This design comes from an exercise in tuning for small area on the open sky130 flow, not from production work. RTL that was checked went through simulation tests only; none was proved equivalent to the original. For run 1, only the layout was checked, not whether the RTL still works. Power is estimated from default activity; no workload was simulated.

===== design/flow/config.mk =====
export PLATFORM = sky130hd
export DESIGN_NAME = i2c_ahb_bridge
export DESIGN_NICKNAME = i2c_ahb_bridge
export VERILOG_FILES = /design/flow/design.v
export SDC_FILE = /design/flow/constraint.sdc
export NUM_CORES = 4
export LEC_CHECK = 0
export CAP_MARGIN = 20
export CORE_MARGIN = 2
export CORE_UTILIZATION = 40
export SLEW_MARGIN = 20

===== design/flow/constraint.sdc =====
create_clock -name core_clock -period 10.0 [get_ports {clk_i}]
set_input_delay 2.0000 -clock core_clock [delete_from_list [all_inputs] [get_ports {clk_i}]]
set_output_delay 2.0000 -clock core_clock [all_outputs]
set_load 0.01 [all_outputs]

===== design/flow/design.v =====
module soft_i2c_slave_ahb #(
    parameter DEVICE_ADDR = 7'h66
) (
    input  wire        clk_i,
    input  wire        rst_ni,
    input  wire        scl_i,
    input  wire        sda_i,
    output reg         sda_oe_o,
    output reg         sda_o,
    output reg         rw_flag_o,
    output wire        wr_vld_o,
    output reg  [ 7:0] wr_data_o,
    output reg         rd_vld_o,
    output reg  [ 7:0] rd_data_o,
    output reg  [31:0] ahb_waddr_o,
    output wire [31:0] ahb_raddr_o,
    output reg         r_valid_o,
    output reg  [31:0] ahb_wdata_o,
    input  wire [31:0] ahb_rdata_i
);
    localparam [7:0] WR_CTRL_WORD = {DEVICE_ADDR, 1'b0};
    localparam [7:0] RD_CTRL_WORD = {DEVICE_ADDR, 1'b1};
    localparam [2:0] IDLE    = 3'b000,
                     START   = 3'b001,
                     STOP    = 3'b010,
                     JUG_RW  = 3'b100,
                     RW_ADDR = 3'b101,
                     WR_DAT  = 3'b110,
                     RD_DAT  = 3'b111;
    reg  [ 2:0] state;
    reg  [ 2:0] state_n;
    reg  [10:0] cnt_sclk;    
    reg  [10:0] cnt_dlow;    
    reg         bit_buf;
    reg  [ 1:0] samp_flag;   
    reg  [ 3:0] cnt_bit;
    reg  [ 3:0] RW_Addr;
    reg  [ 7:0] data_buf;
    reg  [ 7:0] mem [15:0];
    reg  [ 1:0] r_scl, r_sda;
    reg         prev_7, prev_b;   
    reg  [31:0] ahb_rdata_i_prev;
    wire [11:0] sclk_c;
    wire [11:0] dlow_c;
    wire [ 4:0] bit_c;
    wire [ 4:0] addr_c4;
    wire [10:0] sclk_inc;
    wire [10:0] dlow_inc;
    wire [ 3:0] bit_inc;
    wire [ 3:0] addr_inc;
    assign sclk_c[0] = 1'b1;
    assign dlow_c[0] = 1'b1;
    assign bit_c[0] = 1'b1;
    assign addr_c4[0] = 1'b1;
    genvar g;
    generate
        for (g = 0; g < 11; g = g + 1) begin : g_inc11
            assign sclk_inc[g]   = cnt_sclk[g] ^ sclk_c[g];
            assign sclk_c[g+1]   = cnt_sclk[g] & sclk_c[g];
            assign dlow_inc[g]   = cnt_dlow[g] ^ dlow_c[g];
            assign dlow_c[g+1]   = cnt_dlow[g] & dlow_c[g];
        end
        for (g = 0; g < 4; g = g + 1) begin : g_inc4
            assign bit_inc[g]    = cnt_bit[g] ^ bit_c[g];
            assign bit_c[g+1]    = cnt_bit[g] & bit_c[g];
            assign addr_inc[g]   = RW_Addr[g] ^ addr_c4[g];
            assign addr_c4[g+1]  = RW_Addr[g] & addr_c4[g];
        end
    endgenerate
    wire sclk_ge50 = (|cnt_sclk[10:6]) | (cnt_sclk[5] & cnt_sclk[4] & (cnt_sclk[3] | cnt_sclk[2] | cnt_sclk[1]));
    wire scl_neg = r_scl == 2'b10;
    wire scl_pos = r_scl == 2'b01;
    wire sda_neg = r_sda == 2'b10;
    wire sda_pos = r_sda == 2'b01;
    wire s_idle   = state == IDLE;
    wire s_start  = state == START;
    wire s_stop   = state == STOP;
    wire s_jug    = state == JUG_RW;
    wire s_rwaddr = state == RW_ADDR;
    wire s_wr     = state == WR_DAT;
    wire s_rd     = state == RD_DAT;
    wire s_byte   = state[2];                   
    wire s_count  = state[2] & ~(state[1] & state[0]);   
    wire s_clr    = ~state[2] & ~state[1];      
    wire cnt7     = cnt_bit == 4'd7;
    wire cnt8     = cnt_bit == 4'd8;
    wire ack_neg  = cnt7 & scl_neg;
    wire byte_end = cnt8 & scl_neg;
    wire is_rd    = data_buf == RD_CTRL_WORD;
    wire is_wr    = data_buf == WR_CTRL_WORD;
    wire jug_done = cnt8 & (samp_flag == 2'd1);
    assign wr_vld_o = 1'b0;   
    always @(posedge clk_i or negedge rst_ni) begin
        if (!rst_ni) begin
            r_sda <= 2'b0;
            state <= IDLE;
        end else begin
            r_sda <= {r_sda[0], sda_i};
            state <= state_n;
        end
    end
    always @(posedge clk_i) r_scl <= {r_scl[0], scl_i};
    always @(*) begin
        state_n = state;
        case (state)
            IDLE:    if (sda_neg && scl_i) state_n = START;
            START:   if (scl_pos) state_n = JUG_RW;
            JUG_RW:  if (jug_done) state_n = is_wr ? RW_ADDR : (is_rd ? RD_DAT : IDLE);
            RW_ADDR: if (byte_end) state_n = WR_DAT;
            WR_DAT: begin
                if (scl_i && sda_neg) state_n = START;
                else if (scl_i && sda_pos) state_n = STOP;
            end
            RD_DAT:  if (cnt8 && scl_i && sda_i) state_n = STOP;
            STOP:    if (scl_i && sda_i && sclk_ge50) state_n = IDLE;
            default: state_n = IDLE;
        endcase
    end
    always @(posedge clk_i or negedge rst_ni) begin
        if (!rst_ni) rw_flag_o <= 1'b0;
        else rw_flag_o <= s_rd;
    end
    always @(posedge clk_i) begin
        if (s_clr || s_rd || (s_count && scl_pos)) cnt_sclk <= 11'd0;
        else if (s_stop || (s_count && scl_i)) cnt_sclk <= sclk_inc;
        if (s_clr || scl_pos) cnt_dlow <= 11'd0;
        else if (scl_i && !sda_i) cnt_dlow <= dlow_inc;
        if (s_idle) bit_buf <= 1'b0;
        else if (s_count && !(scl_neg && (cnt7 || cnt8))) bit_buf <= cnt_dlow == 11'd0;
        if (scl_pos) samp_flag <= 2'd0;
        else if (cnt_sclk != 11'd0 && !scl_i && samp_flag != 2'd3) samp_flag <= {samp_flag[1] ^ samp_flag[0], ~samp_flag[0]};
        if (!s_byte) cnt_bit <= 4'd0;
        else if (scl_neg) cnt_bit <= cnt8 ? 4'd0 : bit_inc;
        if (s_rd) data_buf <= mem[RW_Addr];
        else if (s_count && scl_neg && !cnt_bit[3]) data_buf <= {data_buf[6:0], bit_buf};
    end
    always @(posedge clk_i or negedge rst_ni) begin
        if (!rst_ni) begin
            sda_o     <= 1'b0;
            sda_oe_o  <= 1'b0;
            wr_data_o <= 8'd0;
            rd_vld_o  <= 1'b0;
            rd_data_o <= 8'd0;
            RW_Addr   <= 4'd0;
        end else begin
            if (s_idle) begin
                sda_o    <= 1'b0;
                sda_oe_o <= 1'b0;
                wr_data_o <= 8'd0;
                rd_vld_o <= 1'b0;
            end
            if (s_count) begin
                if (ack_neg) begin
                    sda_o    <= 1'b0;
                    sda_oe_o <= 1'b1;
                end else if (byte_end) begin
                    sda_o    <= 1'b0;
                    sda_oe_o <= s_jug & is_rd;
                end
            end
            if (s_rwaddr && byte_end) RW_Addr <= data_buf[3:0];
            if (s_wr && byte_end) begin
                RW_Addr   <= addr_inc;
                wr_data_o <= data_buf;
            end
            if (s_rd) begin
                rd_data_o <= data_buf;
                if (ack_neg) begin
                    sda_oe_o <= 1'b0;
                    sda_o    <= 1'b0;
                end else if (byte_end) begin
                    sda_oe_o <= 1'b1;
                    RW_Addr  <= addr_inc;
                    rd_vld_o <= 1'b1;
                end else if (!scl_i && !cnt_bit[3]) begin
                    sda_oe_o <= 1'b1;
                    sda_o    <= data_buf[~cnt_bit[2:0]];
                end else begin
                    rd_vld_o <= 1'b0;
                end
            end
        end
    end
    wire rdata_diff = ahb_rdata_i != ahb_rdata_i_prev;
    wire addr_c     = RW_Addr == 4'hc;
    wire ahb_load   = addr_c & rdata_diff;
    wire mem_wr     = s_wr & byte_end;
    integer i;
    always @(posedge clk_i) begin
        for (i = 0; i < 16; i = i + 1) begin
            if (mem_wr && RW_Addr == i) mem[i] <= data_buf;
            else if (ahb_load && i >= 12) mem[i] <= ahb_rdata_i[8*(i-12) +: 8];
        end
    end
    assign ahb_raddr_o = {mem[8], mem[9], mem[10], mem[11]};
    wire req_w = prev_7 & (RW_Addr == 4'h8);
    wire req_r = prev_b & addr_c;
    wire track = ~req_w & ~(addr_c & (rdata_diff | prev_b));
    always @(posedge clk_i) if (track) ahb_rdata_i_prev <= ahb_rdata_i;
    always @(posedge clk_i or negedge rst_ni) begin
        if (!rst_ni) begin
            ahb_waddr_o      <= 32'h0;
            r_valid_o        <= 1'b0;
            ahb_wdata_o      <= 32'h0;
            prev_7           <= 1'b0;
            prev_b           <= 1'b0;
        end else begin
            if (req_w) begin
                ahb_waddr_o <= {mem[0], mem[1], mem[2], mem[3]};
                ahb_wdata_o <= {mem[4], mem[5], mem[6], mem[7]};
            end
            if (req_r && !rdata_diff) r_valid_o <= 1'b1;
            if (track) begin
                prev_7    <= RW_Addr == 4'h7;
                prev_b    <= RW_Addr == 4'hb;
                r_valid_o <= 1'b0;
            end
        end
    end
endmodule
module AHB_master_wrapper (
    input  wire        HCLK,
    input  wire        HRESETN,
    input  wire [31:0] HRDATA,
    input  wire        HREADYOUT,
    input  wire        HRESP,       
    output wire [31:0] HWDATA,
    output wire [31:0] HADDR,
    output wire [25:0] HADDR_26b,
    output wire [ 2:0] HBURST,
    output wire [ 2:0] HSIZE,
    output wire        HWRITE,
    output wire [ 1:0] HTRANS,
    output wire        HMASTLOCK,
    output wire [ 3:0] HPROT,
    output wire        HREADY,
    output wire        HSEL,
    input  wire [31:0] ahb_waddr_i,
    input  wire [31:0] ahb_raddr_i,
    input  wire        r_valid_i,
    input  wire [31:0] ahb_wdata_i,
    output wire [31:0] ahb_rdata_o
);
    reg [31:0] haddr;    
    reg [31:0] hwdata;   
    reg [31:0] r_data;
    reg        a_ph;     
    reg        d_ph;     
    reg        rd;       
    wire [31:0] addr = r_valid_i ? ahb_raddr_i : ahb_waddr_i;
    genvar i;
    generate
        for (i = 0; i < 32; i = i + 1) begin : g_rev
            assign HADDR[i]  = haddr[i];
            assign HWDATA[i] = hwdata[i];
            assign ahb_rdata_o[i] = r_data[i];
        end
    endgenerate
    assign HADDR_26b = HADDR[31:6];
    assign HBURST    = 3'b000;
    assign HSIZE     = 3'b010;
    assign HPROT     = 4'b0000;
    assign HMASTLOCK = 1'b0;
    assign HREADY    = 1'b0;
    assign HSEL      = 1'b0;
    assign HWRITE    = ~rd;
    assign HTRANS    = {1'b0, d_ph};
    wire idle = ~a_ph & ~d_ph;
    integer k;
    always @(posedge HCLK or negedge HRESETN) begin
        if (!HRESETN) begin
            haddr  <= 32'b0;
            hwdata <= 32'b0;
            r_data <= 32'b0;
            a_ph   <= 1'b0;
            d_ph   <= 1'b0;
            rd     <= 1'b0;
        end else begin
            a_ph <= idle & HREADYOUT;
            d_ph <= a_ph | (d_ph & rd & ~HREADYOUT);
            rd   <= rd ? (a_ph | ~HREADYOUT) : (idle & HREADYOUT & r_valid_i);
            if (a_ph)
                for (k = 0; k < 32; k = k + 1) haddr[k] <= addr[31-k];
            if (d_ph & ~rd)
                for (k = 0; k < 32; k = k + 1) hwdata[k] <= ahb_wdata_i[31-k];
            if (d_ph & rd & HREADYOUT)
                for (k = 0; k < 32; k = k + 1) r_data[k] <= HRDATA[31-k];
        end
    end
endmodule
module i2c_ahb_bridge (
    input  wire        clk_i,
    input  wire        rst_ni,
    input  wire        scl_i,
    input  wire        sda_i,
    output wire        sda_oe_o,
    output wire        sda_o,
    output wire        rw_flag_o,
    output wire        wr_vld_o,
    output wire [ 7:0] wr_data_o,
    output wire        rd_vld_o,
    output wire [ 7:0] rd_data_o,
    input  wire [31:0] HRDATA,
    input  wire        HREADYOUT,
    input  wire        HRESP,
    output wire [31:0] HWDATA,
    output wire [31:0] HADDR,
    output wire [25:0] HADDR_26b,
    output wire [ 2:0] HBURST,
    output wire [ 2:0] HSIZE,
    output wire        HWRITE,
    output wire [ 1:0] HTRANS,
    output wire        HMASTLOCK,
    output wire [ 3:0] HPROT,
    output wire        HREADY,
    output wire        HSEL
);
    wire [31:0] ahb_waddr;
    wire [31:0] ahb_raddr;
    wire r_valid;
    wire [31:0] ahb_wdata;
    wire [31:0] ahb_rdata;
    soft_i2c_slave_ahb #(
        .DEVICE_ADDR(7'h66)
    ) u_soft_i2c_slave_ahb (
        .clk_i      (clk_i),
        .rst_ni     (rst_ni),
        .scl_i      (scl_i),
        .sda_i      (sda_i),
        .sda_oe_o   (sda_oe_o),
        .sda_o      (sda_o),
        .rw_flag_o  (rw_flag_o),
        .wr_vld_o   (wr_vld_o),
        .wr_data_o  (wr_data_o),
        .rd_vld_o   (rd_vld_o),
        .rd_data_o  (rd_data_o),
        .ahb_waddr_o(ahb_waddr),
        .ahb_raddr_o(ahb_raddr),
        .r_valid_o  (r_valid),
        .ahb_wdata_o(ahb_wdata),
        .ahb_rdata_i(ahb_rdata)
    );
    AHB_master_wrapper u_AHB_master_wrapper (
        .HCLK       (clk_i),
        .HRESETN    (rst_ni),
        .HRDATA     (HRDATA),
        .HREADYOUT  (HREADYOUT),
        .HRESP      (HRESP),
        .HWDATA     (HWDATA),
        .HADDR      (HADDR),
        .HADDR_26b  (HADDR_26b),
        .HBURST     (HBURST),
        .HSIZE      (HSIZE),
        .HWRITE     (HWRITE),
        .HTRANS     (HTRANS),
        .HMASTLOCK  (HMASTLOCK),
        .HPROT      (HPROT),
        .HREADY     (HREADY),
        .HSEL       (HSEL),
        .ahb_waddr_i(ahb_waddr),
        .ahb_raddr_i(ahb_raddr),
        .r_valid_i  (r_valid),
        .ahb_wdata_i(ahb_wdata),
        .ahb_rdata_o(ahb_rdata)
    );
endmodule

===== design/flow/flow/run.sh =====
#!/bin/bash
# The standard layout (standard.sh) with these changes:
#  - synthesis is ORFS's (synth_recipe.tcl, same coarse synthesis, flip-flop
#    mapping, flattening and renaming, so the same registers), but its ABC step
#    uses the area-oriented script flow/abc_area.script and full adders are not
#    extracted (ADDER_MAP_FILE empty): only the combinational gates change;
#  - ports are buffered with sky130_fd_sc_hd__buf_1, the smallest buffer;
#  - clock tree synthesis clusters up to 16 flip-flops within 60 um under one
#    sky130_fd_sc_hd__clkbuf_8 and inserts no dummy loads.
# ORFS writes each step's log under orfs/logs/; make's output goes to
# synth.log and flow.log.
set -euo pipefail
here=$(pwd)
rm -rf "$here/synth_scripts"
cp -r "$FLOW_HOME/scripts" "$here/synth_scripts"
cp "$here/flow/abc_area.script" "$here/synth_scripts/abc_area.script"
bash standard.sh synth ABC_AREA=1 ADDER_MAP_FILE= SCRIPTS_DIR="$here/synth_scripts" > synth.log 2>&1
export BUFFER_PORTS_ARGS="-buffer_cell sky130_fd_sc_hd__buf_1"
export CTS_ARGS="-sink_clustering_enable -sink_clustering_size 16 -sink_clustering_max_diameter 60 -repair_clock_nets -dont_use_dummy_load -buf_list sky130_fd_sc_hd__clkbuf_8"
bash standard.sh > flow.log 2>&1

===== design/flow/flow/abc_area.script =====
strash
&get -n
&fraig -x
&put
scorr
dc2
strash
dch -f
map -a
topo
dnsize -c

===== design/flow/standard.sh =====
#!/bin/bash
# synth_recipe.tcl (not shown) runs the flow's synth.tcl, then flattens the netlist and writes it again
# the make line also repeats each setting of config.mk as NAME=value (left out here)
make -C /OpenROAD-flow-scripts/flow DESIGN_CONFIG=/design/flow/config.mk WORK_HOME=/design/flow/orfs CLKGATE_MAP_FILE= SYNTH_SCRIPT=/design/flow/synth_recipe.tcl "${@:-finish}"

==> results.txt, run 1 <==
Power and ir drop:
- Internal power comes to 0.00221 W.
- The total power is 0.00311 W.
- For this design the ratio of total power to cell area is 179 nW/um^2.
- Of the total power, registers draw 61.7%.
- The share of total power consumed by net switching is 28.7%.
- The part of the total power dissipated in combinational logic is 14.1%.
- The switching power is 0.000893 W.
- The clock network fraction of design power is 24.3%.
- The leakage power summed over all cells is 6.70 nW.
- IR analysis of the VDD net gives a maximum drop of 126 uV.

Setup path:
- The element type at the critical path end is a flip-flop.
- At the worst endpoint, the required time is 10.25 ns.
- Measured in cells, the most critical reg-to-reg path has a length of 9.
- The maximum fanout along the worst path is 28.
- The setup path with the least slack is of type reg -> reg.
- The critical path arrival is 5.16 ns.
- The worst setup path is launched from a flip-flop.
- The slowest stage of the critical path belongs to the cell sky130_fd_sc_hd__nor3_1.
- Traced cell by cell, the critical path runs through nor2_1, nand3_1, nor2_1, clkinv_1, nor3_1, clkinv_1, nor2_1, clkinv_1, nor3_1.
- In this design, the stage delay of the slowest critical-path cell is 1.21 ns.

GRT:
- The number of antenna violations at the first check in global routing is 0.
- Entering global routing, the biggest net connects 108 pins.
- The global-route wire length before repair is 62,000 um.
- The leftover overflow at the end of global routing is 0.
- The global-route usage over all layers is 19.6%.
- The via count of the first global-routing pass is 10,400.

Logic synthesis:
- Synthesis handed over a netlist of 1,356 instances.
- Summing the areas of all compound-gate instances in the mapped netlist gives 10.8% of the synthesized area.
- After synthesis, flip-flops and latches occupy 66.7% of the total area.
- The flip-flop and latch count after synthesis is 394.
- The mapped cell area is 15,800 um^2.
- In this run the biggest area consumer among cell types represents 31.9% of the synthesized area.
- After synthesis, the share of cell area in mux cells is 5.77%.
- The synthesized area per cell is 11.7 um^2.
- Summing the areas of all and, or, nand and nor instances in the mapped netlist gives 10.0% of the synthesized area.
- The largest total area in the synthesized netlist belongs to sky130_fd_sc_hd__edfxtp_1.
- The number of warnings printed during yosys synthesis is 15.
- In the post-synthesis netlist, the biggest area contributors are sky130_fd_sc_hd__edfxtp_1, sky130_fd_sc_hd__dfrtp_1, sky130_fd_sc_hd__mux2_2.
- Summing the areas of all xor and xnor instances in the mapped netlist gives 1.66% of the synthesized area.
- The adder-cell area share of the yosys netlist is 0%.
- After synthesis, the largest family of logic cells by area is compound AO/OA/AOI/OAI gates.
- The synthesized netlist contains 42 unique library cells.

Clocking:
- In this run, post-CTS hold repair placed 0 buffers.
- After clock tree synthesis, the clock-pin slew on the worst setup and hold paths is 0.10 ns.
- The number of buffers created by CTS is 30.
- The cell sitting at the root of the clock tree is a sky130_fd_sc_hd__clkbuf_8.
- In this run the number of H-tree levels came out at 1.
- The TritonCTS clock tree is yes.
- The deepest clock path buffer count is 3.
- The number of post-CTS setup repair buffers is 0.
- The worst-skew pair later-pin latency is 0.64 ns.
- CTS saw 394 sinks.
- The number of cells upsized or downsized after cts is 0.

Routing:
- After the first detailed-routing iteration, the DRC count stood at 845.
- The per-cell via count in the routed design is 5.28.
- Wires add up to 40,300 um.
- The detail route stage leaves a number of antenna-violating nets equal to 0.
- After detailed routing, the number of remaining DRC violations is 0.
- The via count is 10,800.
- The mean routed wirelength per cell is 19.8 um.
- The iteration count of the initial detailed-routing pass is 5.

Timing:
- The clock skew after layout is 0.0395 ns.
- In this run the tightest slew margin relative to its limit is 23.5%.
- At the pin with the least slew margin, the transition time is 1.14 ns.
- Setup total negative slack on the finished layout was measured at 0 ns.
- The final critical-path required period is 4.91 ns.
- Setup repair after global routing left no endpoint under its margin.
- Setup violations remaining at the end of the flow were counted as 0.
- The share of the cycle needed by the critical path after routing is 49.1%.
- Across all setup checks in the final design, the least slack found is 5.09 ns.
- The final-report hold violation count was 0.
- The number of max-slew violations in the final report is 0.
- Static timing analysis puts the maximum clock frequency at 204 MHz.

Place:
- Timing analysis after detailed placement gives a worst setup slack of 5.28 ns.
- Input and output buffers added on the ports amount to 148.
- Routability-driven placement finished with a final weighted congestion of 0.920.
- Summed over all nets, the half-perimeter wirelength after detailed placement is 28,500 um.

Layout:
- The share of the core filled with cells in the final layout is 44.6%.
- The area growth from synthesis to layout is 9.57%.
- In the final layout, the share of cells above drive strength 1 is 8.50%.
- 0 antenna diodes ended up in the layout.
- After the last flow step, the layout net total stands at 1,558.

Min path:
- The instance count along the most critical hold path is 0.
- The path class of the tightest hold or removal check is reg -> reg.

Die:
- The y dimension of the die is 203 um.
- Measured along the x axis, the die boundary spans 203 um.
- The full die area is 41,100 um^2.
- Row generation in the floorplan step produced 72 rows.
- The number of I/O pins is 165.
- The floorplan step defined a core boundary enclosing 38,800 um^2.
- The starting density of the core is 40.7%.

Flow run:
- The count of max-cap constraint violations is 0.

Status:
- The flow ran to the end and the layout has no timing, DRC or antenna violations.
==> sequential cells by signal (all words and copies together) (netlist names), 11 cells and up <==
name and flops:
u_soft_i2c_slave_ahb.mem 128, u_AHB_master_wrapper.haddr 32, u_AHB_master_wrapper.hwdata 32, u_AHB_master_wrapper.r_data 32
u_soft_i2c_slave_ahb.ahb_rdata_i_prev 32, u_soft_i2c_slave_ahb.ahb_waddr_o 32, u_soft_i2c_slave_ahb.ahb_wdata_o 32, u_soft_i2c_slave_ahb.cnt_dlow 11
u_soft_i2c_slave_ahb.cnt_sclk 11
==> cell usage after synthesis, drive strengths merged <==
cell type,count
a2111oi,6
a211oi,4
a21o,1
a21oi,95
a221oi,12
a22o,1
a22oi,17
a31oi,7
a32o,1
a32oi,6
a41oi,3
and3,1
buf,42
clkinv,126
conb,2
dfrtp,195
dfxtp,31
edfxtp,168
mux2,81
nand2,177
nand3,25
nand4,4
nor2,139
nor3,36
nor3b,1
nor4,6
nor4b,1
o2111a,1
o2111ai,4
o211ai,2
o21a,1
o21ai,110
o221ai,3
o22ai,9
o2bb2ai,1
o311ai,2
o31ai,2
o32ai,1
o41ai,1
or2,1
xnor2,22
xor2,8
==> area by class of cell <==
class                   instances  area, um^2
clock buffers                  30         413
flip-flops and latches        394       10500
repair buffers                161         701
fillers                      3692       21500
inverters                     126         473
multi-input cells             807        4530
well taps                     518         648
==> worst paths after layout <==
kind / endpoint / slack (ns) / startpoint
max in group asynchronous: u_soft_i2c_slave_ahb.ahb_wdata_o[1] / 7.17 / rst_ni
min: u_soft_i2c_slave_ahb.r_scl[1] / 0.39 / u_soft_i2c_slave_ahb.r_scl[0]
min in group asynchronous: u_AHB_master_wrapper.hwdata[16] / 1.51 / rst_ni
min reg2reg: u_soft_i2c_slave_ahb.r_scl[1] / 0.39 / u_soft_i2c_slave_ahb.r_scl[0]
max reg2reg: u_soft_i2c_slave_ahb.mem[10][1] / 5.09 / u_soft_i2c_slave_ahb.cnt_bit[0]
max: u_soft_i2c_slave_ahb.mem[10][1] / 5.09 / u_soft_i2c_slave_ahb.cnt_bit[0]
==> layout by cell type, fill, tap and decap left out, types with 2 or more instances in the layout <==
| master | count |
|---|---|
| sky130_fd_sc_hd__o221ai_1 | 3 |
| sky130_fd_sc_hd__o211ai_1 | 2 |
| sky130_fd_sc_hd__nand2_1 | 176 |
| sky130_fd_sc_hd__o2111ai_1 | 4 |
| sky130_fd_sc_hd__nor4_1 | 6 |
| sky130_fd_sc_hd__o22ai_1 | 9 |
| sky130_fd_sc_hd__a41oi_1 | 3 |
| sky130_fd_sc_hd__a32oi_1 | 6 |
| sky130_fd_sc_hd__conb_1 | 15 |
| sky130_fd_sc_hd__o31ai_1 | 2 |
| sky130_fd_sc_hd__dfrtp_1 | 195 |
| sky130_fd_sc_hd__buf_4 | 10 |
| sky130_fd_sc_hd__a211oi_1 | 4 |
| sky130_fd_sc_hd__dfxtp_1 | 31 |
| sky130_fd_sc_hd__buf_16 | 2 |
| sky130_fd_sc_hd__clkbuf_8 | 30 |
| sky130_fd_sc_hd__xnor2_1 | 22 |
| sky130_fd_sc_hd__nor3_1 | 36 |
| sky130_fd_sc_hd__a22oi_1 | 17 |
| sky130_fd_sc_hd__mux2_2 | 81 |
| sky130_fd_sc_hd__nor2_1 | 138 |
| sky130_fd_sc_hd__o21ai_0 | 110 |
| sky130_fd_sc_hd__clkinv_1 | 126 |
| sky130_fd_sc_hd__edfxtp_1 | 168 |
| sky130_fd_sc_hd__xor2_1 | 8 |
| sky130_fd_sc_hd__o311ai_0 | 2 |
| sky130_fd_sc_hd__a2111oi_0 | 5 |
| sky130_fd_sc_hd__buf_1 | 147 |
| sky130_fd_sc_hd__nand4_1 | 4 |
| sky130_fd_sc_hd__a221oi_1 | 12 |
| sky130_fd_sc_hd__a21oi_1 | 95 |
| sky130_fd_sc_hd__a31oi_1 | 7 |
| sky130_fd_sc_hd__nand3_1 | 25 |
==> per-stage QoR <==
stage	hold slack [ns]	instances	instance area [um^2]
6_report	0.386	2036	17300
5_1_grt	0.404	2036	17300
4_1_cts	0.388	2034	17300
3_5_place_dp	0.374	2004	16800
3_3_place_gp	0.370	2004	16800
2_1_floorplan	0.365	1369	15800
==> metal layers <==
| layer | up-vias | track usage [%] | routed length, um |
|---|---|---|---|
| met5 | - | 0 | 0 |
| met4 | 0 | 5.74 | 1190 |
| met3 | 79 | 3.26 | 2680 |
| met2 | 381 | 30.8 | 18500 |
| met1 | 5266 | 28.3 | 18000 |
| li1 | 5026 | - | - |
==> kinds of logic (layout without fill, tap and decap cells) <==
kind of cell | after synthesis | count (layout)
simple gates | 391 | 391
mux | 81 | 81
xor+xnor | 30 | 30
other cells | 2 | 15
compound gates | 290 | 290
buf+inv | 168 | 317
flops | 394 | 394
==> power groups by stage <==
| stage | combinational, W | clock [W] | sequential (W) |
|---|---|---|---|
| floorplan | 0.000272 | 0 | 0.00193 |
| global placement | 0.000426 | 0 | 0.00195 |
| detailed placement | 0.000433 | 0 | 0.00195 |
| CTS | 0.000435 | 0.000776 | 0.00192 |
| global route | 0.000490 | 0.000836 | 0.00193 |
| finish | 0.000437 | 0.000754 | 0.00192 |
==> critical path: cells and delay by family (launching register included) <==
kind	cells	cell delay, ns
buf+inv	3	1.32
flops	1	0.36
simple gates	6	2.85
==> run 2: changes to the inputs <==
--- a/design/flow/design.v
+++ b/design/flow/design.v
@@ -13,8 +13,9 @@
     output reg         rd_vld_o,
     output reg  [ 7:0] rd_data_o,
-    output reg  [31:0] ahb_waddr_o,
+    output reg  [31:0] ahb_waddr_o,   
     output wire [31:0] ahb_raddr_o,
     output reg         r_valid_o,
-    output reg  [31:0] ahb_wdata_o,
+    output reg  [31:0] ahb_wdata_o,   
+    output reg         w_loaded_o,    
     input  wire [31:0] ahb_rdata_i
 );
@@ -198,16 +199,18 @@
     wire track = ~req_w & ~(addr_c & (rdata_diff | prev_b));
     always @(posedge clk_i) if (track) ahb_rdata_i_prev <= ahb_rdata_i;
+    always @(posedge clk_i) begin
+        if (req_w) begin
+            ahb_waddr_o <= {mem[0], mem[1], mem[2], mem[3]};
+            ahb_wdata_o <= {mem[4], mem[5], mem[6], mem[7]};
+        end
+    end
     always @(posedge clk_i or negedge rst_ni) begin
         if (!rst_ni) begin
-            ahb_waddr_o      <= 32'h0;
             r_valid_o        <= 1'b0;
-            ahb_wdata_o      <= 32'h0;
+            w_loaded_o       <= 1'b0;
             prev_7           <= 1'b0;
             prev_b           <= 1'b0;
         end else begin
-            if (req_w) begin
-                ahb_waddr_o <= {mem[0], mem[1], mem[2], mem[3]};
-                ahb_wdata_o <= {mem[4], mem[5], mem[6], mem[7]};
-            end
+            if (req_w) w_loaded_o <= 1'b1;
             if (req_r && !rdata_diff) r_valid_o <= 1'b1;
             if (track) begin
@@ -240,4 +243,5 @@
     input  wire        r_valid_i,
     input  wire [31:0] ahb_wdata_i,
+    input  wire        w_loaded_i,   
     output wire [31:0] ahb_rdata_o
 );
@@ -248,5 +252,5 @@
     reg        d_ph;     
     reg        rd;       
-    wire [31:0] addr = r_valid_i ? ahb_raddr_i : ahb_waddr_i;
+    wire [31:0] addr = r_valid_i ? ahb_raddr_i : (w_loaded_i ? ahb_waddr_i : 32'h0);
     genvar i;
     generate
@@ -282,5 +286,5 @@
             if (a_ph)
                 for (k = 0; k < 32; k = k + 1) haddr[k] <= addr[31-k];
-            if (d_ph & ~rd)
+            if (d_ph & ~rd & w_loaded_i)
                 for (k = 0; k < 32; k = k + 1) hwdata[k] <= ahb_wdata_i[31-k];
             if (d_ph & rd & HREADYOUT)
@@ -319,4 +323,5 @@
     wire [31:0] ahb_raddr;
     wire r_valid;
+    wire w_loaded;
     wire [31:0] ahb_wdata;
     wire [31:0] ahb_rdata;
@@ -339,4 +344,5 @@
         .r_valid_o  (r_valid),
         .ahb_wdata_o(ahb_wdata),
+        .w_loaded_o (w_loaded),
         .ahb_rdata_i(ahb_rdata)
     );
@@ -362,4 +368,5 @@
         .r_valid_i  (r_valid),
         .ahb_wdata_i(ahb_wdata),
+        .w_loaded_i (w_loaded),
         .ahb_rdata_o(ahb_rdata)
     );
==> design/flow/flow/abc_area.script (replaced) <==
strash
&get -n
&fraig -x
&put
scorr
dc2
strash
&get -n
&dch -f
&nf
&put
--- a/design/flow/config.mk
+++ b/design/flow/config.mk
@@ -8,4 +8,4 @@
 export CAP_MARGIN = 20
 export CORE_MARGIN = 2
-export CORE_UTILIZATION = 40
+export CORE_UTILIZATION = 70
 export SLEW_MARGIN = 20
==> results.txt, run 2 <==
GRT:
- The via count of the first global-routing pass came to 9,564 (was 10,400).
- The largest net degree at the start of global routing came to 68 (was 108).
- The number of antenna violations at the first check in global routing is 0 (unchanged).
- The global-route usage over all layers is 30.2% (was 19.6%).
- The global-route wire length before repair is 53,800 um (was 62,000 um).
- The leftover overflow at the end of global routing is 0 (unchanged).

Logic synthesis:
- The number of warnings printed during yosys synthesis was 15 (unchanged).
- The cell type with the largest total area after synthesis is sky130_fd_sc_hd__edfxtp_1 (unchanged).
- The mux share of post-synthesis cell area is 7.23% (was 5.77%).
- Most area-consuming cells after synthesis: sky130_fd_sc_hd__edfxtp_1, sky130_fd_sc_hd__dfrtp_1, sky130_fd_sc_hd__mux2_1 (was sky130_fd_sc_hd__edfxtp_1, sky130_fd_sc_hd__dfrtp_1, sky130_fd_sc_hd__mux2_2).
- The proportion of synthesized chip area in sequential cells came to 70.9% (was 66.7%).
- The mapped cell area is 15,400 um^2 (was 15,800 um^2).
- The synthesized area per cell is 14.4 um^2 (was 11.7 um^2).
- The flip-flop and latch count after synthesis is 395 (was 394).
- Ranking of synthesized cells by instance count: sky130_fd_sc_hd__edfxtp_1, sky130_fd_sc_hd__dfrtp_1, sky130_fd_sc_hd__nand2_1 (was sky130_fd_sc_hd__dfrtp_1, sky130_fd_sc_hd__nand2_1, sky130_fd_sc_hd__edfxtp_1).
- The number of synthesized flops with an enable pin is 232 (was 168).
- The proportion of register bits with asynchronous set or reset after synthesis came to 33.4% (was 49.5%).
- The most frequent cell after synthesis is sky130_fd_sc_hd__edfxtp_1 (was sky130_fd_sc_hd__dfrtp_1).
- The fraction of synthesized cell area taken by the top area cell type came to 45.3% (was 31.9%).
- The cell count after synthesis is 1,069 (was 1,356).
- The basic-gate share of the synthesized area counting and, or, nand and nor cells came to 9.61% (was 10.0%).
- The predominant post-synthesis flop cell was sky130_fd_sc_hd__edfxtp_1 (was sky130_fd_sc_hd__dfrtp_1).
- The post-synthesis xor/xnor area fraction is 1.77% (was 1.66%).
- The dominant combinational cell family by area after synthesis was simple AND/OR/NAND/NOR gates (was compound AO/OA/AOI/OAI gates).
- The number of distinct library cell variants in the gate-level netlist after synthesis came to 50 (was 42).
- The share of the synthesized area in compound gates (AO/OA/AOI/OAI) is 8.06% (was 10.8%).
- The adder-cell area share of the yosys netlist came to 0% (unchanged).

Setup path:
- The maximum fanout along the worst path came to 13 (was 28).
- The number of cells traversed by the worst register-to-register path is 6 (was 9).
- The element type at the critical path end was a flip-flop (unchanged).
- The startpoint class of the critical path is an input port (was flip-flop).
- The critical path arrival is 3.98 ns (was 5.16 ns).
- The worst path required time is 10.45 ns (was 10.25 ns).
- The kind of critical path is in -> reg (was reg -> reg).

Timing:
- The share of the cycle needed by the critical path after routing is 35.3% (was 49.1%).
- The number of failing setup endpoints in the final timing report is 0 (unchanged).
- The maximum achievable frequency is 283 MHz (was 204 MHz).
- Unrepaired setup endpoints after global routing: false (unchanged).
- The actual slew at the worst max-slew pin is 1.03 ns (was 1.14 ns).
- The final critical-path required period was 3.53 ns (was 4.91 ns).
- The worst relative slew slack is 30.9% (was 23.5%).
- The setup TNS is 0 ns (unchanged).
- The final-report hold violation count is 0 (unchanged).
- The final hold slack was 0.390 ns (was 0.386 ns).
- The number of max-slew violations in the final report is 0 (unchanged).
- The clock skew after layout was 0.0357 ns (was 0.0395 ns).

Place:
- The estimated wirelength of the detail-placed design is 23,400 um (was 28,500 um).
- The final weighted congestion in routability-driven placement is 0.957 (was 0.920).
- The count of input and output buffers is 148 (unchanged).
- The cell area reported after detailed placement is 16,200 um^2 (was 16,800 um^2).

Power and ir drop:
- The leakage power summed over all cells was 6.43 nW (was 6.70 nW).
- The maximum VDD drop is 122 uV (was 126 uV).
- The total power came to 0.00311 W (about the same).
- The power density of the placed cells was 187 nW/um^2 (was 179 nW/um^2).

Layout:
- The number of antenna cells inserted is 0 (unchanged).
- The number of nets in the layout is 1,286 (was 1,558).
- The flip-flop count of the largest register, all copies and words added is 128 (unchanged).
- The ratio of cells with drive above 1 in the final layout is 5.70% (was 8.50%).
- The area growth from synthesis to layout is 8.42% (was 9.57%).
- The register name with the most flops is u_soft_i2c_slave_ahb.mem (unchanged).
- The final design area excluding fillers came to 16,700 um^2 (was 17,300 um^2).
- The commonest non-fill, non-tap cell in the layout is sky130_fd_sc_hd__edfxtp_1 (was sky130_fd_sc_hd__dfrtp_1).
- Commonest cells after routing, fill and taps aside: sky130_fd_sc_hd__edfxtp_1, sky130_fd_sc_hd__buf_1, sky130_fd_sc_hd__dfrtp_1, sky130_fd_sc_hd__nand2_1, sky130_fd_sc_hd__mux2_1 (was sky130_fd_sc_hd__dfrtp_1, sky130_fd_sc_hd__nand2_1, sky130_fd_sc_hd__edfxtp_1, sky130_fd_sc_hd__buf_1, sky130_fd_sc_hd__nor2_1).

Min path:
- The type of the worst min-delay path is reg -> reg (unchanged).
- The instance count along the most critical hold path was 0 (unchanged).

Routing:
- The remaining design rule violation count is 0 (unchanged).
- The iteration count of the initial detailed-routing pass came to 7 (was 5).
- The remaining number of nets flagged by the antenna check after routing is 0 (unchanged).
- The per-cell via count in the routed design is 6.40 (was 5.28).
- The via count is 9,762 (was 10,800).
- The mean routed wirelength per cell is 22.6 um (was 19.8 um).
- The violation count after the first detailed-route iteration is 1,191 (was 845).
- The routed wire length is 34,500 um (was 40,300 um).

Status:
- Status: no timing/DRC/antenna violations (unchanged).

Clocking:
- The number of buffers added to fix hold violations after cts is 0 (unchanged).
- The number of cells upsized or downsized after cts is 0 (unchanged).
- The number of buffers created by CTS is 29 (was 30).
- The deepest clock path buffer count is 3 (unchanged).
- The TritonCTS clock tree is yes (unchanged).
- The number of H-tree branching levels is 1 (unchanged).
- The clock root buffer is sky130_fd_sc_hd__clkbuf_8 (unchanged).
- The count of clock tree sinks is 395 (was 394).
- The worst-skew pair later-pin latency was 0.59 ns (was 0.64 ns).
- The number of post-CTS setup repair buffers was 0 (unchanged).
- The clock edge transition at the registers on the reported setup and hold paths is 0.10 ns (about the same).

Die:
- The starting density of the core is 70.8% (was 40.7%).
- The number of I/O pins is 165 (unchanged).
- The full die area is 23,100 um^2 (was 41,100 um^2).
- The core outline area is 21,700 um^2 (was 38,800 um^2).
- The number of core rows is 54 (was 72).
- The y dimension of the die was 152 um (was 203 um).
- The die span in x is 152 um (was 203 um).

Flow run:
- The count of max-cap constraint violations is 0 (unchanged).
run 2: through the flow:
stage | utilization [%] | setup slack (ns) | cells
2_1_floorplan | - | 6.46 | 1082
3_3_place_gp | 74.8 | 5.98 | 1495
3_5_place_dp | 74.9 | 5.90 | 1497
4_1_cts | 76.7 | 6.03 | 1526
5_1_grt | 76.8 | 6.23 | 1526
6_report | 76.8 | 6.47 | 1526
run 2: logic make-up (layout without fill, tap and decap cells):
group / count (synthesis) / count (layout)
flip-flops: 395 / 395
AND/OR/NAND/NOR: 316 / 316
AO/OA/AOI/OAI: 172 / 172
multiplexers: 97 / 97
buffers and inverters: 56 / 220
XOR/XNOR: 31 / 31
other: 2 / 15
run 2: worst paths after layout:
path	startpoint	end	slack, ns
max in group asynchronous	rst_ni	u_soft_i2c_slave_ahb.rd_vld_o	6.96
min reg2reg	u_soft_i2c_slave_ahb.r_scl[0]	u_soft_i2c_slave_ahb.r_scl[1]	0.39
min in group asynchronous	rst_ni	u_AHB_master_wrapper.hwdata[0]	1.60
min	u_soft_i2c_slave_ahb.r_scl[0]	u_soft_i2c_slave_ahb.r_scl[1]	0.39
max	scl_i	u_soft_i2c_slave_ahb.cnt_dlow[10]	6.47
max reg2reg	u_AHB_master_wrapper.r_data[0]	u_soft_i2c_slave_ahb.ahb_rdata_i_prev[30]	6.76
run 2: metal layers:
layer  track usage [%]  vias up  wire, um
met2              47.3      566     16100
met3              6.03      111      3440
met5                 0        -         0
met4              12.1        0      1590
li1                  -     4365         -
met1              42.8     4720     13400
run 2: worst max-delay path, cell delays in order:
cell and delay (ns):
sky130_fd_sc_hd__buf_1 0.44, sky130_fd_sc_hd__and4b_1 0.37, sky130_fd_sc_hd__and3_1 0.26, sky130_fd_sc_hd__and3_1 0.22
sky130_fd_sc_hd__and2_0 0.21, sky130_fd_sc_hd__and3_1 0.26, sky130_fd_sc_hd__and3_1 0.17, sky130_fd_sc_hd__nor3_1 0.04
run 2: power breakdown:
part           internal (W)  leakage [nW]  total [W]  switching (W)
clock              0.000259         0.209   0.000721       0.000462
sequential          0.00184          4.12    0.00195       0.000109
combinational      0.000153          2.10   0.000441       0.000288
total               0.00225          6.43    0.00311       0.000859
run 2: final cells by class:
class                           count  area (um^2)
Clock buffer                       29          399
Multi-Input combinational cell    631         4190
Fill cell                        1359         5030
Sequential cell                   395        10900
Inverter                           14         52.6
Tap cell                          280          350
Timing Repair Buffer              177          772
==> run 3: changes to the inputs <==
--- a/design/flow/config.mk
+++ b/design/flow/config.mk
@@ -6,6 +6,6 @@
 export NUM_CORES = 4
 export LEC_CHECK = 0
-export CAP_MARGIN = 20
+export CAP_MARGIN = 0
 export CORE_MARGIN = 2
-export CORE_UTILIZATION = 70
-export SLEW_MARGIN = 20
+export CORE_UTILIZATION = 40
+export SLEW_MARGIN = 0
==> results.txt, run 3 <==
Status:
- Status: no timing/DRC/antenna violations (unchanged).

Power and ir drop:
- The leakage power summed over all cells is 6.45 nW (was 6.43 nW).
- The total power was 0.00321 W (was 0.00311 W).
- The switching power is 0.000905 W (was 0.000859 W).
- The internal power came to 0.00230 W (was 0.00225 W).
- The maximum VDD drop is 118 uV (was 122 uV).
- The part of the total power dissipated in combinational logic is 15.0% (was 14.2%).
- The sequential share of power is 60.2% (was 62.7%).
- The clock network fraction of design power is 24.8% (was 23.2%).
- The power density of the placed cells is 189 nW/um^2 (was 187 nW/um^2).
- The share of total power consumed by net switching came to 28.2% (was 27.6%).

Logic synthesis:
- The fraction of synthesized cell area taken by the top area cell type is 45.3% (unchanged).
- Most area-consuming cells after synthesis: sky130_fd_sc_hd__edfxtp_1, sky130_fd_sc_hd__dfrtp_1, sky130_fd_sc_hd__mux2_1 (unchanged).
- The number of warnings printed during yosys synthesis was 15 (unchanged).
- The flip-flop and latch count after synthesis is 395 (unchanged).
- The cell count after synthesis is 1,069 (unchanged).
- The cell type with the largest total area after synthesis is sky130_fd_sc_hd__edfxtp_1 (unchanged).
- The proportion of synthesized chip area in sequential cells came to 70.9% (unchanged).
- The number of distinct library cell variants in the gate-level netlist after synthesis is 50 (unchanged).
- The mapped cell area is 15,400 um^2 (unchanged).
- The predominant post-synthesis flop cell is sky130_fd_sc_hd__edfxtp_1 (unchanged).
- Ranking of synthesized cells by instance count: sky130_fd_sc_hd__edfxtp_1, sky130_fd_sc_hd__dfrtp_1, sky130_fd_sc_hd__nand2_1 (unchanged).
- The proportion of register bits with asynchronous set or reset after synthesis is 33.4% (unchanged).
- The number of synthesized flops with an enable pin was 232 (unchanged).
- The synthesized area per cell came to 14.4 um^2 (unchanged).
- The most frequent cell after synthesis is sky130_fd_sc_hd__edfxtp_1 (unchanged).

Setup path:
- The worst path required time was 9.89 ns (was 10.45 ns).
- The maximum fanout along the worst path came to 32 (was 13).
- The number of cells traversed by the worst register-to-register path is 5 (was 6).
- The critical path arrival is 4.00 ns (was 3.98 ns).
- The kind of critical path was reg -> reg (was in -> reg).
- The startpoint class of the critical path is a flip-flop (was input port).
- The critical register-to-register path startpoint is u_soft_i2c_slave_ahb.RW_Addr[0] (was u_AHB_master_wrapper.r_data[0]).
- The element type at the critical path end is a flip-flop (unchanged).
- The terminus of the critical flop-to-flop path is u_soft_i2c_slave_ahb.ahb_rdata_i_prev[10] (was u_soft_i2c_slave_ahb.ahb_rdata_i_prev[30]).
- The worst-case register-to-register setup slack was 5.89 ns (was 6.76 ns).

Routing:
- The mean routed wirelength per cell was 21.9 um (was 22.6 um).
- The routed wire length is 38,600 um (was 34,500 um).
- The iteration count of the initial detailed-routing pass is 7 (unchanged).
- The remaining design rule violation count is 0 (unchanged).
- The per-cell via count in the routed design is 5.42 (was 6.40).
- The remaining number of nets flagged by the antenna check after routing was 0 (unchanged).
- The violation count after the first detailed-route iteration is 926 (was 1,191).
- The via count is 9,540 (was 9,762).

Layout:
- The commonest non-fill, non-tap cell in the layout is sky130_fd_sc_hd__edfxtp_1 (unchanged).
- The number of antenna cells inserted is 0 (unchanged).
- The share of the core filled with cells in the final layout is 45.0% (was 76.8%).
- The flip-flop count of the largest register, all copies and words added is 128 (unchanged).
- The area growth from synthesis to layout was 10.7% (was 8.42%).
- The count of placed standard cells in the final layout, fillers left out is 1,759 (was 1,526).
- The ratio of cells with drive above 1 in the final layout came to 5.85% (was 5.70%).
- Commonest cells after routing, fill and taps aside: sky130_fd_sc_hd__edfxtp_1, sky130_fd_sc_hd__buf_1, sky130_fd_sc_hd__dfrtp_1, sky130_fd_sc_hd__nand2_1, sky130_fd_sc_hd__mux2_1 (unchanged).
- The register name with the most flops is u_soft_i2c_slave_ahb.mem (unchanged).
- The number of nets in the layout was 1,288 (was 1,286).

Min path:
- The type of the worst min-delay path is reg -> reg (unchanged).
- The instance count along the most critical hold path is 0 (unchanged).
- The source of the worst hold timing path is u_soft_i2c_slave_ahb.r_sda[0] (was u_soft_i2c_slave_ahb.r_scl[0]).
- The worst-case hold path end point is u_soft_i2c_slave_ahb.r_sda[1] (was u_soft_i2c_slave_ahb.r_scl[1]).

Die:
- The starting density of the core is 40.7% (was 70.8%).
- The y dimension of the die is 200 um (was 152 um).
- The die span in x is 200 um (was 152 um).
- The number of I/O pins was 165 (unchanged).
- The full die area is 40,000 um^2 (was 23,100 um^2).
- The number of core rows is 71 (was 54).
- The core outline area is 37,800 um^2 (was 21,700 um^2).

Timing:
- The final hold slack is 0.384 ns (was 0.390 ns).
- The actual slew at the worst max-slew pin is 1.34 ns (was 1.03 ns).
- The maximum achievable frequency is 244 MHz (was 283 MHz).
- The setup TNS was 0 ns (unchanged).
- The final-report hold violation count is 0 (unchanged).
- The number of max-slew violations in the final report is 0 (unchanged).
- The share of the cycle needed by the critical path after routing is 41.1% (was 35.3%).
- Unrepaired setup endpoints after global routing: false (unchanged).
- The worst relative slew slack was 9.79% (was 30.9%).
- The final critical-path required period is 4.11 ns (was 3.53 ns).
- The number of failing setup endpoints in the final timing report is 0 (unchanged).
- The clock skew after layout is 0.0720 ns (was 0.0357 ns).

Clocking:
- The deepest clock path buffer count is 3 (unchanged).
- The number of cells upsized or downsized after cts is 0 (unchanged).
- The number of post-CTS setup repair buffers came to 0 (unchanged).
- The worst-skew pair later-pin latency is 0.57 ns (was 0.59 ns).
- The clock edge transition at the registers on the reported setup and hold paths is 0.10 ns (about the same).
- The TritonCTS clock tree is yes (unchanged).
- The number of buffers added to fix hold violations after cts is 0 (unchanged).
- The count of clock tree sinks came to 395 (unchanged).
- The clock root buffer is sky130_fd_sc_hd__clkbuf_8 (unchanged).
- The number of buffers created by CTS is 34 (was 29).
- The number of H-tree branching levels is 2 (was 1).

Place:
- The instance count after placement with tap cells included came to 1,725 (was 1,497).
- The count of input and output buffers was 148 (unchanged).
- The estimated wirelength of the detail-placed design is 25,900 um (was 23,400 um).
- The final weighted congestion in routability-driven placement is 0.895 (was 0.957).

GRT:
- The global-route wire length before repair is 58,100 um (was 53,800 um).
- The global-route usage over all layers is 19.6% (was 30.2%).
- The number of antenna violations at the first check in global routing is 0 (unchanged).
- The largest net degree at the start of global routing is 73 (was 68).
- The via count of the first global-routing pass is 9,380 (was 9,564).
- The leftover overflow at the end of global routing is 0 (unchanged).

Flow run:
- The count of max-cap constraint violations is 0 (unchanged).
[run 3: critical path, stage by stage, from the launching register on]
cell	delay [ns]
sky130_fd_sc_hd__dfrtp_1	0.44
sky130_fd_sc_hd__or2_0	0.44
sky130_fd_sc_hd__nor2_1	0.87
sky130_fd_sc_hd__o21ai_0	0.47
sky130_fd_sc_hd__nand3_1	0.31
sky130_fd_sc_hd__clkinv_1	0.92
[run 3: cell families after synthesis]
| logic type | share of synthesized area, % |
|---|---|
| flip-flops | 70.9 |
| AND/OR/NAND/NOR | 9.61 |
| AO/OA/AOI/OAI | 8.06 |
| multiplexers | 7.23 |
| buffers and inverters | 2.39 |
| XOR/XNOR | 1.77 |
| other | 0.0489 |
[run 3: layer usage]
metal	GRT usage (%)	vias up	part of all wire, %	wire length, um
li1	-	4356	-	-
met1	27.0	4708	43	16500
met2	31.2	412	46	17900
met3	4.44	64	8.4	3250
met4	5.90	0	2.4	924
met5	0	-	0	0
[run 3: area by class of cell]
class	count	area, um^2
Fill cell	3472	20800
Sequential cell	395	10900
Multi-Input combinational cell	631	4200
Timing Repair Buffer	174	754
Tap cell	511	639
Clock buffer	34	468
Inverter	14	52.6
[run 3: through the flow]
stage	setup slack, ns	cell area, um^2
global placement	5.98	16500
finish	5.89	17000
CTS	5.95	17000
global route	5.65	17000
detailed placement	5.92	16500
floorplan	6.46	15400
[run 3: worst max path at each step]
stage / startpoint / end / depth (start not counted)
global route: u_soft_i2c_slave_ahb.RW_Addr[0] / u_soft_i2c_slave_ahb.ahb_rdata_i_prev[10] / 5
floorplan: HREADYOUT / u_AHB_master_wrapper.r_data[0] / 2
finish: u_soft_i2c_slave_ahb.RW_Addr[0] / u_soft_i2c_slave_ahb.ahb_rdata_i_prev[10] / 5
CTS: u_soft_i2c_slave_ahb.RW_Addr[0] / u_soft_i2c_slave_ahb.ahb_rdata_i_prev[10] / 5
detailed placement: scl_i / u_soft_i2c_slave_ahb.cnt_dlow[10] / 8
global placement: scl_i / u_soft_i2c_slave_ahb.cnt_dlow[10] / 8
[run 3: power by group through the flow]
stage	clock (W)	combinational (W)	sequential, W
after floorplan	0	0.000251	0.00199
after global placement	0	0.000472	0.00196
after detailed placement	0	0.000481	0.00197
after CTS	0.000824	0.000481	0.00193
after global routing	0.000880	0.000535	0.00194
final	0.000795	0.000480	0.00193
==> run 4: changes to the inputs <==
--- a/design/flow/flow/run.sh
+++ b/design/flow/flow/run.sh
@@ -16,4 +16,5 @@
 cp "$here/flow/abc_area.script" "$here/synth_scripts/abc_area.script"
 bash standard.sh synth ABC_AREA=1 ADDER_MAP_FILE= SCRIPTS_DIR="$here/synth_scripts" > synth.log 2>&1
+export REMOVE_ABC_BUFFERS=1
 export BUFFER_PORTS_ARGS="-buffer_cell sky130_fd_sc_hd__buf_1"
 export CTS_ARGS="-sink_clustering_enable -sink_clustering_size 16 -sink_clustering_max_diameter 60 -repair_clock_nets -dont_use_dummy_load -buf_list sky130_fd_sc_hd__clkbuf_8"
--- a/design/flow/config.mk
+++ b/design/flow/config.mk
@@ -6,6 +6,7 @@
 export NUM_CORES = 4
 export LEC_CHECK = 0
-export CAP_MARGIN = 0
+export CAP_MARGIN = 20
 export CORE_MARGIN = 2
 export CORE_UTILIZATION = 40
-export SLEW_MARGIN = 0
+export GPL_TIMING_DRIVEN = 0
+export SLEW_MARGIN = 20
==> results.txt, run 4 <==
Status:
- Status: no timing/DRC/antenna violations (unchanged).

Timing:
- Unrepaired setup endpoints after global routing: false (unchanged).
- The maximum achievable frequency is 267 MHz (was 244 MHz).
- The final hold slack is 0.376 ns (was 0.384 ns).
- The setup TNS was 0 ns (unchanged).
- The clock skew after layout is 0.0845 ns (was 0.0720 ns).
- The minimum setup slack in the final design was 6.26 ns (was 5.89 ns).
- The actual slew at the worst max-slew pin is 1.23 ns (was 1.34 ns).
- The worst relative slew slack was 17.6% (was 9.79%).
- The final critical-path required period was 3.74 ns (was 4.11 ns).
- The number of max-slew violations in the final report is 0 (unchanged).
- The final-report hold violation count was 0 (unchanged).
- The share of the cycle needed by the critical path after routing was 37.4% (was 41.1%).
- The number of failing setup endpoints in the final timing report is 0 (unchanged).

Layout:
- The storage element area is 10,900 um^2 (about the same).
- The area growth from synthesis to layout came to 11.6% (was 10.7%).
- The number of antenna cells inserted is 0 (unchanged).
- The flip-flop count of the largest register, all copies and words added was 128 (unchanged).
- The ratio of cells with drive above 1 in the final layout came to 6.29% (was 5.85%).
- The filler cell count in the final layout is 3,431 (was 3,472).
- The commonest non-fill, non-tap cell in the layout is sky130_fd_sc_hd__edfxtp_1 (unchanged).
- Commonest cells after routing, fill and taps aside: sky130_fd_sc_hd__edfxtp_1, sky130_fd_sc_hd__buf_1, sky130_fd_sc_hd__dfrtp_1, sky130_fd_sc_hd__nand2_1, sky130_fd_sc_hd__mux2_1 (unchanged).
- The area of the multi-input gates is 4250 um^2 (was 4200 um^2).
- The register name with the most flops is u_soft_i2c_slave_ahb.mem (unchanged).
- The number of nets in the layout is 1,281 (was 1,288).

Die:
- The core outline area is 37,800 um^2 (unchanged).
- The starting density of the core was 40.7% (unchanged).
- The y dimension of the die is 200 um (unchanged).
- The full die area is 40,000 um^2 (unchanged).
- The number of I/O pins is 165 (unchanged).
- The die span in x is 200 um (unchanged).
- The number of core rows is 71 (unchanged).

Power and ir drop:
- The total power was 0.00319 W (was 0.00321 W).
- The leakage power summed over all cells is 6.48 nW (was 6.45 nW).
- The maximum VDD drop is 103 uV (was 118 uV).
- The power density of the placed cells came to 186 nW/um^2 (was 189 nW/um^2).

Routing:
- The via count is 9,515 (was 9,540).
- The remaining design rule violation count is 0 (unchanged).
- The remaining number of nets flagged by the antenna check after routing is 0 (unchanged).
- The mean routed wirelength per cell came to 21.8 um (was 21.9 um).
- The violation count after the first detailed-route iteration is 994 (was 926).
- The iteration count of the initial detailed-routing pass is 8 (was 7).
- The routed wire length came to 38,300 um (was 38,600 um).
- The per-cell via count in the routed design is 5.43 (was 5.42).

Place:
- The estimated wirelength of the detail-placed design is 26,400 um (was 25,900 um).
- The final weighted congestion in routability-driven placement is 0.866 (was 0.895).
- The post-place setup slack is 5.91 ns (was 5.92 ns).
- The count of input and output buffers is 148 (unchanged).

Setup path:
- The startpoint class of the critical path is a flip-flop (unchanged).
- The kind of critical path is reg -> reg (unchanged).
- The critical register-to-register path startpoint is u_soft_i2c_slave_ahb.RW_Addr[0] (unchanged).
- The critical path arrival was 3.97 ns (was 4.00 ns).
- The worst path required time is 10.23 ns (was 9.89 ns).
- The maximum fanout along the worst path is 22 (was 32).
- The terminus of the critical flop-to-flop path was u_soft_i2c_slave_ahb.ahb_rdata_i_prev[18] (was u_soft_i2c_slave_ahb.ahb_rdata_i_prev[10]).
- The worst-case register-to-register setup slack was 6.26 ns (was 5.89 ns).
- The element type at the critical path end is a flip-flop (unchanged).
- The number of cells traversed by the worst register-to-register path is 6 (was 5).

Logic synthesis:
- The synthesized area per cell is 14.4 um^2 (unchanged).
- The flip-flop and latch count after synthesis is 395 (unchanged).
- Ranking of synthesized cells by instance count: sky130_fd_sc_hd__edfxtp_1, sky130_fd_sc_hd__dfrtp_1, sky130_fd_sc_hd__nand2_1 (unchanged).
- Most area-consuming cells after synthesis: sky130_fd_sc_hd__edfxtp_1, sky130_fd_sc_hd__dfrtp_1, sky130_fd_sc_hd__mux2_1 (unchanged).
- The cell count after synthesis is 1,069 (unchanged).
- The mapped cell area came to 15,400 um^2 (unchanged).
- The number of distinct library cell variants in the gate-level netlist after synthesis came to 50 (unchanged).
- The most frequent cell after synthesis is sky130_fd_sc_hd__edfxtp_1 (unchanged).
- The cell type with the largest total area after synthesis is sky130_fd_sc_hd__edfxtp_1 (unchanged).
- The number of warnings printed during yosys synthesis is 15 (unchanged).
- The proportion of synthesized chip area in sequential cells is 70.9% (unchanged).
- The predominant post-synthesis flop cell is sky130_fd_sc_hd__edfxtp_1 (unchanged).
- The number of synthesized flops with an enable pin is 232 (unchanged).
- The proportion of register bits with asynchronous set or reset after synthesis is 33.4% (unchanged).
- The fraction of synthesized cell area taken by the top area cell type came to 45.3% (unchanged).

Clocking:
- The number of cells upsized or downsized after cts is 0 (unchanged).
- The clock edge transition at the registers on the reported setup and hold paths was 0.08 ns (was 0.10 ns).
- The number of post-CTS setup repair buffers is 0 (unchanged).
- The number of H-tree branching levels was 2 (unchanged).
- The worst-skew pair later-pin latency is 0.57 ns (about the same).
- The number of buffers added to fix hold violations after cts is 0 (unchanged).
- The clock root buffer was sky130_fd_sc_hd__clkbuf_8 (unchanged).
- The number of buffers created by CTS came to 34 (unchanged).
- The TritonCTS clock tree is yes (unchanged).
- The deepest clock path buffer count was 3 (unchanged).
- The count of clock tree sinks is 395 (unchanged).

Flow run:
- The count of max-cap constraint violations was 0 (unchanged).

GRT:
- The global-route usage over all layers came to 19.3% (was 19.6%).
- The global-route wire length before repair was 57,200 um (was 58,100 um).
- The largest net degree at the start of global routing is 65 (was 73).
- The number of antenna violations at the first check in global routing is 0 (unchanged).
- The leftover overflow at the end of global routing is 0 (unchanged).
- The via count of the first global-routing pass came to 9,086 (was 9,380).

Min path:
- The source of the worst hold timing path is u_soft_i2c_slave_ahb.r_scl[0] (was u_soft_i2c_slave_ahb.r_sda[0]).
- The instance count along the most critical hold path is 0 (unchanged).
- The worst-case hold path end point is u_soft_i2c_slave_ahb.r_scl[1] (was u_soft_i2c_slave_ahb.r_sda[1]).
- The type of the worst min-delay path was reg -> reg (unchanged).
[run 4: cell counts after synthesis]
No cell type changed its count.
[run 4: cell type report]
class,instances,share of cell area [%]
repair buffers,167,4.88
multi-input cells,631,24.8
inverters,14,0.336
clock buffers,34,2.73
well taps,511,3.73
flip-flops and latches,395,63.5
[run 4: how the worst max path moves through the flow]
stage | startpoint | endpoint | slack, ns | cells after the start
after floorplan | HREADYOUT | u_AHB_master_wrapper.r_data[0] | 6.46 | 2
after global placement | rst_ni | u_AHB_master_wrapper.r_data[18] | 0.38 | 1
after detailed placement | scl_i | u_soft_i2c_slave_ahb.cnt_dlow[10] | 5.91 | 8
after CTS | u_soft_i2c_slave_ahb.RW_Addr[0] | u_soft_i2c_slave_ahb.ahb_rdata_i_prev[18] | 6.34 | 6
after global routing | u_soft_i2c_slave_ahb.RW_Addr[0] | u_soft_i2c_slave_ahb.ahb_rdata_i_prev[18] | 6.09 | 6
final | u_soft_i2c_slave_ahb.RW_Addr[0] | u_soft_i2c_slave_ahb.ahb_rdata_i_prev[18] | 6.26 | 6
[run 4: critical path: stages (launching register included)]
cell and delay, ns:
sky130_fd_sc_hd__dfrtp_1 0.43, sky130_fd_sc_hd__or2_0 0.44, sky130_fd_sc_hd__nor2_1 0.89, sky130_fd_sc_hd__o21ai_0 0.53, sky130_fd_sc_hd__nand3_1 0.33, sky130_fd_sc_hd__clkinv_1 0.47, sky130_fd_sc_hd__buf_16 0.35
[run 4: kinds of logic after synthesis]
| logic type | share of synthesized area [%] |
|---|---|
| compound gates | 8.06 |
| xor+xnor | 1.77 |
| buf+inv | 2.39 |
| flops | 70.9 |
| mux | 7.23 |
| other cells | 0.0489 |
| simple gates | 9.61 |
[run 4: routing by layer]
layer  GRT usage, %  wire, um  part of all wire (%)  vias up
met4           4.28       672                   1.8        0
li1               -         -                     -     4347
met3           4.70      3510                   9.2       49
met1           26.6     16200                    42     4697
met5              0         0                     0        -
met2           31.1     17900                    47      422
[run 4: stage by stage]
| stage | utilization [%] | instance area (um^2) | std cells |
|---|---|---|---|
| after global placement | 43.1 | 16300 | 1699 |
| after detailed placement | 44.2 | 16700 | 1718 |
| after CTS | 45.4 | 17100 | 1752 |
| final | 45.4 | 17100 | 1752 |
| after global routing | 45.4 | 17100 | 1752 |
| after floorplan | - | 15100 | 1040 |
[run 4: power by group]
| part | total (W) | switching, W | leakage [nW] | internal [W] |
|---|---|---|---|---|
| Sequential | 0.00202 | 0.000179 | 4.12 | 0.00184 |
| Clock | 0.000798 | 0.000492 | 0.244 | 0.000306 |
| Combinational | 0.000372 | 0.000228 | 2.11 | 0.000144 |
==> run 5: changes to the inputs <==
--- a/design/flow/flow/run.sh
+++ b/design/flow/flow/run.sh
@@ -16,5 +16,4 @@
 cp "$here/flow/abc_area.script" "$here/synth_scripts/abc_area.script"
 bash standard.sh synth ABC_AREA=1 ADDER_MAP_FILE= SCRIPTS_DIR="$here/synth_scripts" > synth.log 2>&1
-export REMOVE_ABC_BUFFERS=1
 export BUFFER_PORTS_ARGS="-buffer_cell sky130_fd_sc_hd__buf_1"
 export CTS_ARGS="-sink_clustering_enable -sink_clustering_size 16 -sink_clustering_max_diameter 60 -repair_clock_nets -dont_use_dummy_load -buf_list sky130_fd_sc_hd__clkbuf_8"
--- a/design/flow/config.mk
+++ b/design/flow/config.mk
@@ -9,4 +9,3 @@
 export CORE_MARGIN = 2
 export CORE_UTILIZATION = 40
-export GPL_TIMING_DRIVEN = 0
 export SLEW_MARGIN = 20
==> results.txt, run 5 <==
Logic synthesis:
- The flip-flop and latch count after synthesis was 395 (unchanged).
- Ranking of synthesized cells by instance count: sky130_fd_sc_hd__edfxtp_1, sky130_fd_sc_hd__dfrtp_1, sky130_fd_sc_hd__nand2_1 (unchanged).
- The mapped cell area is 15,400 um^2 (unchanged).
- The predominant post-synthesis flop cell was sky130_fd_sc_hd__edfxtp_1 (unchanged).
- The number of warnings printed during yosys synthesis is 15 (unchanged).
- The proportion of register bits with asynchronous set or reset after synthesis came to 33.4% (unchanged).
- The number of synthesized flops with an enable pin is 232 (unchanged).

Clocking:
- The number of cells upsized or downsized after cts came to 0 (unchanged).
- The number of post-CTS setup repair buffers came to 0 (unchanged).
- The worst-skew pair later-pin latency came to 0.64 ns (was 0.57 ns).
- The number of buffers created by CTS is 31 (was 34).

Timing:
- Unrepaired setup endpoints after global routing: false (unchanged).
- The maximum achievable frequency came to 261 MHz (was 267 MHz).
- The worst relative slew slack was 21.9% (was 17.6%).
- The actual slew at the worst max-slew pin is 1.16 ns (was 1.23 ns).
- The setup TNS is 0 ns (unchanged).
- The share of the cycle needed by the critical path after routing is 38.4% (was 37.4%).
- The clock skew after layout came to 0.0659 ns (was 0.0845 ns).

Flow run:
- The count of max-cap constraint violations is 0 (unchanged).

GRT:
- The number of antenna violations at the first check in global routing was 1 (was 0).
- The leftover overflow at the end of global routing was 0 (unchanged).
- The via count of the first global-routing pass is 9,322 (was 9,086).

Setup path:
- The cell type of the slowest stage on the worst timing path is sky130_fd_sc_hd__nor2_1 (unchanged).
- The worst-case register-to-register setup slack was 6.16 ns (was 6.26 ns).
- The critical register-to-register path startpoint is u_soft_i2c_slave_ahb.RW_Addr[0] (unchanged).
- The kind of critical path is reg -> reg (unchanged).
- The worst path required time is 10.34 ns (was 10.23 ns).
- The terminus of the critical flop-to-flop path is u_soft_i2c_slave_ahb.ahb_rdata_i_prev[21] (was u_soft_i2c_slave_ahb.ahb_rdata_i_prev[18]).

Status:
- Status: no timing/DRC/antenna violations (unchanged).

Place:
- The count of input and output buffers is 148 (unchanged).
- The post-place setup slack is 5.92 ns (was 5.91 ns).

Layout:
- The flip-flop count of the largest register, all copies and words added is 128 (unchanged).
- The number of antenna cells inserted is 0 (unchanged).
- The register name with the most flops is u_soft_i2c_slave_ahb.mem (unchanged).
- The share of the core filled with cells in the final layout is 45.0% (was 45.4%).
- The number of nets in the layout is 1,286 (was 1,281).

Power and ir drop:
- The maximum VDD drop is 124 uV (was 103 uV).
- The leakage power summed over all cells is 6.45 nW (was 6.48 nW).
- The power density of the placed cells is 186 nW/um^2 (about the same).

Die:
- The full die area is 40,000 um^2 (unchanged).
- The number of I/O pins came to 165 (unchanged).
- The y dimension of the die is 200 um (unchanged).

Routing:
- The routed wire length is 38,500 um (was 38,300 um).
- The detailed-routing wirelength on met1 was 16,300 um (was 16,200 um).
- The mean routed wirelength per cell is 21.9 um (was 21.8 um).
- The uppermost layer routed is met4 (unchanged).
- The violation count after the first detailed-route iteration is 1,058 (was 994).

Min path:
- The worst-case hold path end point is u_soft_i2c_slave_ahb.r_scl[1] (unchanged).
- The source of the worst hold timing path is u_soft_i2c_slave_ahb.r_scl[0] (unchanged).
run 5: cell families after synthesis:
logic type / after synthesis / share of synthesized area (%)
AOI/OAI and AO/OA: 172 / 8.06
xor gates and xnor gates: 31 / 1.77
buffers and inverters: 56 / 2.39
DFF: 395 / 70.9
muxes: 97 / 7.23
other: 2 / 0.0489
and+or+nand+nor: 316 / 9.61
run 5: stage by stage:
stage	hold slack, ns	instance area [um^2]	std cells
global route	0.424	17000	1757
floorplan	0.355	15400	1082
CTS	0.409	17000	1757
detailed placement	0.373	16600	1726
finish	0.404	17000	1757
global placement	0.363	16500	1725
run 5: final cells by class:
class	instances	area, um^2	area share, %
Sequential cell	395	10900	64.1
Multi-Input combinational cell	631	4210	24.8
Timing Repair Buffer	175	769	4.53
Tap cell	511	639	3.76
Clock buffer	31	427	2.51
Inverter	14	52.6	0.309
run 5: worst max-delay path by stage:
stage          slack (ns)                             from                                        end
6_report             6.16  u_soft_i2c_slave_ahb.RW_Addr[0]  u_soft_i2c_slave_ahb.ahb_rdata_i_prev[21]
5_1_grt              5.94  u_soft_i2c_slave_ahb.RW_Addr[0]  u_soft_i2c_slave_ahb.ahb_rdata_i_prev[21]
4_1_cts              6.30  u_soft_i2c_slave_ahb.RW_Addr[0]  u_soft_i2c_slave_ahb.ahb_rdata_i_prev[21]
3_5_place_dp         5.92                            scl_i           u_soft_i2c_slave_ahb.cnt_sclk[8]
3_3_place_gp         5.98                            scl_i          u_soft_i2c_slave_ahb.cnt_dlow[10]
2_1_floorplan        6.46                        HREADYOUT             u_AHB_master_wrapper.r_data[0]
run 5: per-layer routing:
layer  track usage (%)  up-vias
met1              27.2     4736
met4              5.73        0
met3              3.53       70
met2              30.9      450
met5                 0        -
li1                  -     4348
run 5: worst max-delay path: cells and delay by family, from the launching register on:
kind / cells / cell delay (ns)
and+or+nand+nor: 3 / 1.66
DFF: 1 / 0.45
buffers and inverters: 2 / 0.98
AOI/OAI and AO/OA: 1 / 0.49
run 5: report_power, final:
part,internal [W],switching [W]
combinational,0.000152,0.000325
clock,0.000276,0.000484
sequential,0.00184,0.0000864
total,0.00227,0.000895

## re-timing with driven ports
No port has a modelled driver above. Below, the same layouts with a new extraction and two added sets of constraints. Step 1 assumes that a clkbuf_16 drives the clock port and a buf_2 every other input. Step 2 times the ports against the registers' clock, not the clock port: input delays grow and output delays shrink by t, the midpoint of the rising clock arrivals with the driver on. a / b / c = ideal ports / drivers / drivers and shift; a / b = the first two.
run	t, ns	setup WS [ns]
run 1	0.665	5.094 / 5.094 / 5.094
run 2	0.615	6.472 / 6.482 / 5.867
run 3	0.583	5.894 / 5.894 / 5.894
run 4	0.575	6.261 / 6.261 / 5.884
run 5	0.658	6.162 / 6.162 / 5.915
After both steps setup and hold are still met in every run listed.
